This design comes from an exercise in tuning for small area on the open sky130 flow, not from production work. Function not checked in this run: the RTL went through the layout flow alone. Power and IR drop assume default switching activity.

<file path="flow/run.sh">
#!/bin/bash
# synth_recipe.tcl (not shown) runs the flow's synth.tcl, then flattens the netlist and writes it again
# the make line also repeats each setting of config.mk as NAME=value (left out here)
make -C /OpenROAD-flow-scripts/flow DESIGN_CONFIG=/design/flow/config.mk WORK_HOME=/design/flow/orfs CLKGATE_MAP_FILE= SYNTH_SCRIPT=/design/flow/synth_recipe.tcl finish
</file>
<file path="flow/design.v">
module VGA(CLOCK_50, reset, VGA_R, VGA_G, VGA_B, VGA_HS, VGA_VS, SW, PaddleBtn, PauseBtn, HEX0_D, HEX1_D, HEX2_D, LEDG);
input		wire				CLOCK_50;
input		wire				reset;
input 	wire	[9:0]		SW;
input		wire	[1:0]		PaddleBtn;
input		wire				PauseBtn;
output 	wire 	[2:0]		LEDG;
output 	wire 	[6:0]		HEX0_D;
output 	wire 	[6:0]		HEX1_D;
output 	wire 	[6:0]		HEX2_D;
output	wire	[3:0]		VGA_R;
output	wire	[3:0]		VGA_G;
output	wire	[3:0]		VGA_B;
output	wire	[0:0]		VGA_HS;
output	wire	[0:0]		VGA_VS;
reg [9:0] hx;
reg [9:0] vy;
reg       hs_r;
reg       vs_r;
wire      hend = (hx == 10'd640);
always @(posedge CLOCK_50) begin
	if (reset) begin
		hx <= 10'd864;
		vy <= 10'd979;
	end else if (hend) begin
		hx <= 10'd865;
		vy <= (vy == 10'd480) ? 10'd980 : vy + 10'd1;
	end else
		hx <= hx + 10'd1;
end
always @(posedge CLOCK_50) begin
	if (reset)               hs_r <= 1'b1;
	else if (hx == 10'd880)  hs_r <= 1'b0;
	else if (hx == 10'd976)  hs_r <= 1'b1;
end
always @(posedge CLOCK_50) begin
	if (reset)               vs_r <= 1'b1;
	else if (vy == 10'd989)  vs_r <= 1'b0;
	else if (vy == 10'd991)  vs_r <= 1'b1;
end
assign VGA_HS = hs_r;
assign VGA_VS = vs_r;
reg [9:0] bx;         
reg [9:0] by;         
reg       vr;         
reg       vu;         
reg       vd;         
reg [3:0] s1;         
reg [3:0] s2;         
reg [8:0] p1;         
reg [8:0] p2m;        
reg [8:0] p2a;        
reg       pause;
wire [8:0] p2 = SW[8] ? p2a : p2m;
reg [9:0]  c10;       
reg [7:0]  c30;       
reg [21:0] tmr;
reg        clk_q;
wire dclr = reset | SW[9];
always @(posedge CLOCK_50) begin
	if (dclr || c10 == 10'd625) c10 <= 10'd0; else c10 <= c10 + 10'd1;
	if (dclr || c30 == 8'd156)  c30 <= 8'd0;  else c30 <= c30 + 8'd1;
end
wire bx0   = (bx == 10'd0);
wire bx640 = (bx == 10'd640);
wire score = bx0 | bx640;
always @(posedge CLOCK_50) begin
	if (reset || score) tmr <= 22'd0; else tmr <= tmr + 22'd1;
end
wire clk10 = (c10 == 10'd0);
wire clk20 = clk10 | (c10 == 10'd313);
wire clk30 = (c30 == 8'd0);
wire [9:0] tm = tmr[21:12];
wire gclk = (tm < 10'd30) ? clk10 : (tm < 10'd60) ? clk20 : clk30;
always @(posedge CLOCK_50) clk_q <= reset | gclk;
wire tick = gclk & ~clk_q;
always @(posedge CLOCK_50) begin
	if (reset) pause <= 1'b0;
	else if (tick) begin
		if (score) pause <= 1'b1;
		else if (!PauseBtn) pause <= 1'b0;
	end
end
assign LEDG = {2'b00, pause};
wire [10:0] e1 = {1'b0, by} - {2'b00, p1};
wire [10:0] e2 = {1'b0, by} - {2'b00, p2};
wire p1_up = p1 <= 9'd419;
wire p1_dn = p1 != 9'd0;
wire p2_up = p2 <= 9'd419;
wire p2_dn = p2 != 9'd0;
wire play  = tick & ~pause;
always @(posedge CLOCK_50) begin
	if (reset) p1 <= 9'd210;
	else if (play && !SW[0]) begin
		if (!PaddleBtn[0]) begin
			if (p1_up) p1 <= p1 + 9'd1;
		end else if (!PaddleBtn[1]) begin
			if (p1_dn) p1 <= p1 - 9'd1;
		end
	end
end
wire by_ai  = (by >= 10'd30) && (by <= 10'd450);
wire ai_dec = $signed(e2) < -11'sd9;
wire ai_inc = $signed(e2) > 11'sd60;
always @(posedge CLOCK_50) begin
	if (reset) begin
		p2m <= 9'd210;
		p2a <= 9'd210;
	end else if (SW[8]) begin
		if (tick && by_ai) begin
			if (ai_dec)      p2a <= p2 - 9'd1;
			else if (ai_inc) p2a <= p2 + 9'd1;
		end
	end else if (play && SW[0]) begin
		if (!PaddleBtn[0]) begin
			if (p2_up) p2m <= p2 + 9'd1;
		end else if (!PaddleBtn[1]) begin
			if (p2_dn) p2m <= p2 - 9'd1;
		end
	end
end
wire hit1 = (p1 >= 9'd9) && ($signed(e1) >= -11'sd9) && ($signed(e1) <= 11'sd60);
wire sec1a = $signed(e1) <= 11'sd14;
wire sec1b = $signed(e1) <= 11'sd36;
wire hit2 = (p2 >= 9'd9) && ($signed(e2) >= -11'sd9) && ($signed(e2) <= 11'sd60);
wire sec2a = $signed(e2) <= 11'sd14;
wire sec2b = $signed(e2) <= 11'sd36;
reg       nr, nu, nd;
reg [9:0] nbx, nby;
reg [3:0] ns1, ns2;
always @(*) begin
	nr = vr; nu = vu; nd = vd;
	ns1 = s1; ns2 = s2;
	if (by == 10'd0) begin
		nr = vr & vu; nu = 1'b0; nd = 1'b1;
	end else if (by == 10'd470) begin
		nr = vr & vd; nu = 1'b1; nd = 1'b0;
	end
	if (bx == 10'd9) begin
		if (hit1) begin
			nr = 1'b1; nu = sec1a; nd = ~sec1b;
		end
	end else if (bx == 10'd621) begin
		if (hit2) begin
			nr = 1'b0; nu = sec2a; nd = ~sec2b;
		end
	end
	if (bx0) begin
		nr = 1'b0; nu = 1'b0; nd = 1'b0;
		ns2 = (s2 == 4'd9) ? 4'd0 : s2 + 4'd1;
	end else if (bx640) begin
		nr = 1'b1; nu = 1'b0; nd = 1'b0;
		ns1 = (s1 == 4'd9) ? 4'd0 : s1 + 4'd1;
	end
	if (score) begin
		nbx = nr ? 10'd321 : 10'd319;
		nby = 10'd235;
	end else begin
		nbx = nr ? bx + 10'd1 : bx - 10'd1;
		nby = nu ? by - 10'd1 : nd ? by + 10'd1 : by;
	end
end
always @(posedge CLOCK_50) begin
	if (reset) begin
		bx <= 10'd320; by <= 10'd235;
		vr <= 1'b1; vu <= 1'b0; vd <= 1'b0;
		s1 <= 4'd0; s2 <= 4'd0;
	end else if (play) begin
		bx <= nbx; by <= nby;
		vr <= nr; vu <= nu; vd <= nd;
		s1 <= ns1; s2 <= ns2;
	end
end
function [6:0] seg;
	input [3:0] v;
	begin
		seg[0] = ~(v[3] | v[1] | v[2] & v[0] | ~v[2] & ~v[0]);
		seg[1] = ~(~v[2] | ~v[1] & ~v[0] | v[1] & v[0]);
		seg[2] = ~(v[2] | ~v[1] | v[0]);
		seg[3] = ~(~v[2] & ~v[0] | v[1] & ~v[0] | v[2] & ~v[1] & v[0] | ~v[2] & v[1] | v[3]);
		seg[4] = ~(~v[2] & ~v[0] | v[1] & ~v[0]);
		seg[5] = ~(v[3] | ~v[1] & ~v[0] | v[2] & ~v[1] | v[2] & ~v[0]);
		seg[6] = ~(v[3] | v[2] & ~v[1] | ~v[2] & v[1] | v[1] & ~v[0]);
	end
endfunction
assign HEX0_D = seg(s2);
assign HEX2_D = seg(s1);
assign HEX1_D = 7'b0111111;
wire [8:0]  pv = hx[9] ? p2 : p1;
wire [10:0] dpy = {1'b0, vy} - {2'b00, pv};
wire [10:0] dbx = {1'b0, hx} - {1'b0, bx};
wire [10:0] dby = {1'b0, vy} - {1'b0, by};
wire in_px   = ((hx >= 10'd1) && (hx <= 10'd9)) || ((hx >= 10'd631) && (hx <= 10'd639));
wire in_py   = ($signed(dpy) >= 11'sd1) && ($signed(dpy) <= 11'sd59);
wire in_bx   = ($signed(dbx) >= 11'sd1) && ($signed(dbx) <= 11'sd9);
wire in_by   = ($signed(dby) >= 11'sd1) && ($signed(dby) <= 11'sd9);
wire in_line = ((hx == 10'd325) || (hx == 10'd326)) && (vy[3:0] >= 4'd1) && (vy[3:0] <= 4'd12) && (vy < 10'd480);
wire vis = (hx >= 10'd1) && (hx <= 10'd640) && (vy < 10'd480);
reg pix0, pix1, pix2;
always @(posedge CLOCK_50) begin
	pix0 <= (in_px & in_py) | (in_bx & in_by) | in_line;
	pix1 <= pix0;
	pix2 <= ~reset & vis & pix1;
end
assign VGA_R = {4{pix2}};
assign VGA_G = {4{pix2}};
assign VGA_B = {4{pix2}};
endmodule
</file>
<file path="flow/config.mk">
export PLATFORM = sky130hd
export DESIGN_NAME = VGA
export DESIGN_NICKNAME = VGA
export VERILOG_FILES = /design/flow/design.v
export SDC_FILE = /design/flow/constraint.sdc
export NUM_CORES = 4
export LEC_CHECK = 0
export CAP_MARGIN = 20
export CORE_MARGIN = 2
export CORE_UTILIZATION = 40
export SLEW_MARGIN = 20
</file>
<file path="flow/constraint.sdc">
create_clock -name core_clock -period 10.0 [get_ports {CLOCK_50}]
set_input_delay 2.0000 -clock core_clock [delete_from_list [all_inputs] [get_ports {CLOCK_50}]]
set_output_delay 2.0000 -clock core_clock [all_outputs]
set_load 0.01 [all_outputs]
</file>
==> metrics.md <==
| Metric | Value |
|---|---|
| Htree depth | 4 |
| Logic gate share of total power | 11.2% |
| Clk pin slew, worst setup/hold paths | approximately 60 ps |
| Antenna cells | 0 |
| Hold-fix buffer count after cts | 0 |
| Yosys reg bits | between 100 and 150 |
| Post-synth ARST share | 0% |
| Avg WL per Cell | ~15 um |
| CTS tree | yes |
| CP startpoint kind | input pin |
| Final Util | 44.87% |
| Antenna Violating Nets Remaining | 0 |
| Post-CTS Resized | 0 |
| Largest net degree at the start of global routing | between 70 and 80 |
| Max-Cap Viols | 0 |
| Non-Filler Instances | about 1,600 |
| CP Max Fanout | 12 |
| Pleak | approximately 4.4 nW |
| Syn_area_per_cell | between 8 and 9 sq um |
| First-pass GRT wire length | 40,760 um |
| Worst flop-to-flop path startpoint | p2a[0]$_SDFFE_PP0P_ |
| Largest cells by area after synthesis | dfxtp_1 (25%), ha_1 (11%), xnor2_1 (5.3%) |
| Outcome | finished clean |
| Synth warn | 1 |
| Slew @ Worst Pin | 1029 ps |
| Ys flop type | dfxtp_1 |
| Hold_ws | 326.1 ps |
| Setup WS post-layout | approximately 1500 ps |
| Shortest period the worst path allows | roughly 8500 ps |
| Sequential power share | roughly two fifths |
| Post-synth top cells | nor2_1 (142), dfxtp_1 (125), ha_1 (88), a21oi_1 (70) |
| Placed insts | between 1,500 and 2,000 |
| Pre-CTS setup slack | 1153 ps |
| Via Count | slightly below 9,000 |
| Worst clock skew | about 11 ps |
| Vias in the first global route | approximately 8,000 |
| Synthesized cell area | approximately 10,000 sq um |
| Area Overhead vs Synth | 10.79% |
| Row cnt | 58 |
| Number of antenna violations at the first check in global routing | 0 |
| Setup TNS | 0 ps |
| Switching pwr | approximately 360 uW |
| Worst Hold Class | reg -> reg |
| Worst EP required | just over 10,000 ps |
| Port buffer count | 36 |
| Worst Path Arrival | approximately 8900 ps |
| Setup Fix Bufs, Post-CTS | 0 |
| RSZ-0062 raised after global routing | false |
| Number of synthesized flops with an enable pin | 0 |
| Clock latency on the worst-skew pair | between 400 and 500 ps |
| Vias per inst | approximately 5.5 |
| Num ports | 53 |
| Max clock buf depth | 2 |
| P per Cell Area | roughly 110 nW/um^2 |
| Netlist cell types | between 90 and 100 |
| Design area | 11,200 sq um |
| Share of layout cells above drive strength 1 | under 10% |
| Hold Startpoint | pix0$_DFF_P_ |
| Clock root buffer | clkbuf_16 |
| Starting Density | about two fifths |
| Most common cell in the netlist | nor2_1 |
| Die Span X | about 160 um |
| Die Height | between 150 and 200 um |
| Yosys top cell by area | dfxtp_1 |
| Seq/Total Area, Yosys | about a quarter |
| Busiest grt layer | met2 |
| Met2 usage | 30.20% |
| Max IR drop VDD | approximately 0.11 mV |
| Critical path origin | SW[8] |
| Path type of the worst setup path | in -> reg |
| Grt total ovfl | 0 |
| Dpl cell area | ~11,000 sq um |
| Clock share of power | a little under half |
| Filler Cell Count | roughly 2,500 |
| DRC errors left | 0 |
| Drt pass-1 iters | 4 |
| Multi-input gate area | just over 7000 sq um |
| Sw Ratio | between 20% and 30% |
| Final setup fails | 0 |
| Routed Wire Length | ~25,000 um |
| Met3 Track Usage GR | between 2 and 3% |
| CTS Buf Count | 17 |
| Layout net count | ~1,400 |
| GR Util met1 | 27.06% |
| FF/Latch Area | ~2500 sq um |
| Fmax | ~120 MHz |
| GPL Wtd Cong | roughly 0.84 |
| Slew headroom | between 30% and 40% |
| DP HPWL | ~18,000 um |
| Core area | about 25,000 sq um |
| Final hold violations | 0 |
| Pwr Total | roughly 1.3 mW |
| Internal power | around 900 uW |
| Slew Limit Fails | 0 |
| Top cell type's share of synthesized area | 24.75% |
| Cells after Synth | roughly 1,300 |
| Crit path capture type | flop |
| Die area | between 20,000 and 30,000 sq um |
| Fin crit share | 85.11% |
| Clk sinks | 125 |
| GRT Util Overall | 19.09% |
| Drt first-iter violations | between 500 and 600 |
## sequential cells by signal, summed over array words and instances (netlist names), 10 cells and up
| signal | flops |
|---|---|
| tmr | 22 |
| hx | 10 |
| by | 10 |
| bx | 10 |
| c10 | 10 |
| vy | 10 |
## layout by cell type, fill, tap and decap left out, types with 10 or more instances in the layout
master,n
o21ai_0,58
nor2b_1,25
clkdlybuf4s50_1,35
nand3_1,47
mux2i_1,18
inv_1,66
nor3_1,27
nand2b_1,33
xnor2_1,61
a211o_1,12
a21o_1,24
nand2_1,66
xor2_1,54
a21oi_1,70
or3_1,19
ha_1,88
nand4_1,24
clkbuf_16,17
nor4_1,16
dfxtp_1,125
a211oi_1,22
buf_4,10
and3_1,17
nor2_1,142
## power by group through the flow
stage	clock, mW	sequential [mW]	combinational (mW)
after floorplan	0	0.524	0.113
after global placement	0	0.527	0.138
after detailed placement	0	0.527	0.140
after CTS	0.610	0.516	0.141
after global routing	0.630	0.517	0.157
final	0.598	0.516	0.141
## worst paths after layout
path	slack, ps	cells past startpoint	end
setup reg to reg	3590	25	by[9]$_SDFFE_PP0P_
setup / recovery	1490	27	by[9]$_SDFFE_PP0P_
hold reg to reg	330	0	pix1$_DFF_P_
hold / removal	330	0	pix1$_DFF_P_
## logic make-up (layout without fill, tap and decap cells)
kind of cell	after synthesis	after routing	synth area share, %
buffers and inverters	133	147	5.904
other	2	9	0.07429
muxes	29	29	3.527
xor gates and xnor gates	115	115	9.963
DFF	125	125	24.75
adders and majority gates	96	96	12.48
AOI/OAI and AO/OA	287	287	19.43
and+or+nand+nor	470	470	23.87
## critical path: stages
cell,delay (ps)
clkdlybuf4s50_1,460
buf_4,290
mux2i_2,610
inv_1,190
ha_1,250
fa_1,430
and2b_1,260
o221ai_2,140
a21boi_2,230
xnor2_1,80
a2111o_1,330
nor4_1,440
o211ai_1,180
a21boi_1,320
and2_1,430
ha_1,310
a21o_1,170
a21oi_1,220
nor2b_1,70
o21a_1,180
o21ai_0,170
nand2b_1,80
a21oi_1,210
o21ai_0,170
xor2_1,180
o211a_1,250
a211oi_2,180
## cell type report
type                            count  share of cell area (%)
Clock buffer                       18                   3.921
Tap cell                          330                   3.686
Sequential cell                   125                   22.34
Clock inverter                     14                   1.072
Multi-Input combinational cell   1006                   62.82
Timing Repair Buffer               46                   3.843
Inverter                           69                   2.312
## metal layers
layer | wire (um) | vias to the layer above
met5 | 0 | -
met4 | 358 | 0
met3 | 888 | 22
met2 | 10840 | 155
met1 | 12760 | 4104
li1 | - | 4483

-- what the ideal ports hide --
The flow's constraints put no driver on any port. The routed layout listed below was extracted and timed again, unchanged, in two steps.
Step 1 assumes that a clkbuf_16 drives the clock port and a buf_2 every other input.
Step 2 moves the port delays by t, midway between the first and last clock arrival at a register: inputs arrive t later, outputs are due t later. That takes back most of the time a late clock gives input paths.
a / b / c = no drivers / after step 1 / after step 2; a / b = the first two.
t (ns): 0.478
setup slack, ns: 1.489 / 1.503 / 1.025
clock arrival spread, ns: 0.011 / 0.011
pins driven straight from the clock port: 1
After both steps this run still meets setup and hold. For this run, drivers alone change the setup slack by +0.014 ns; drivers and shift together by -0.464 ns.
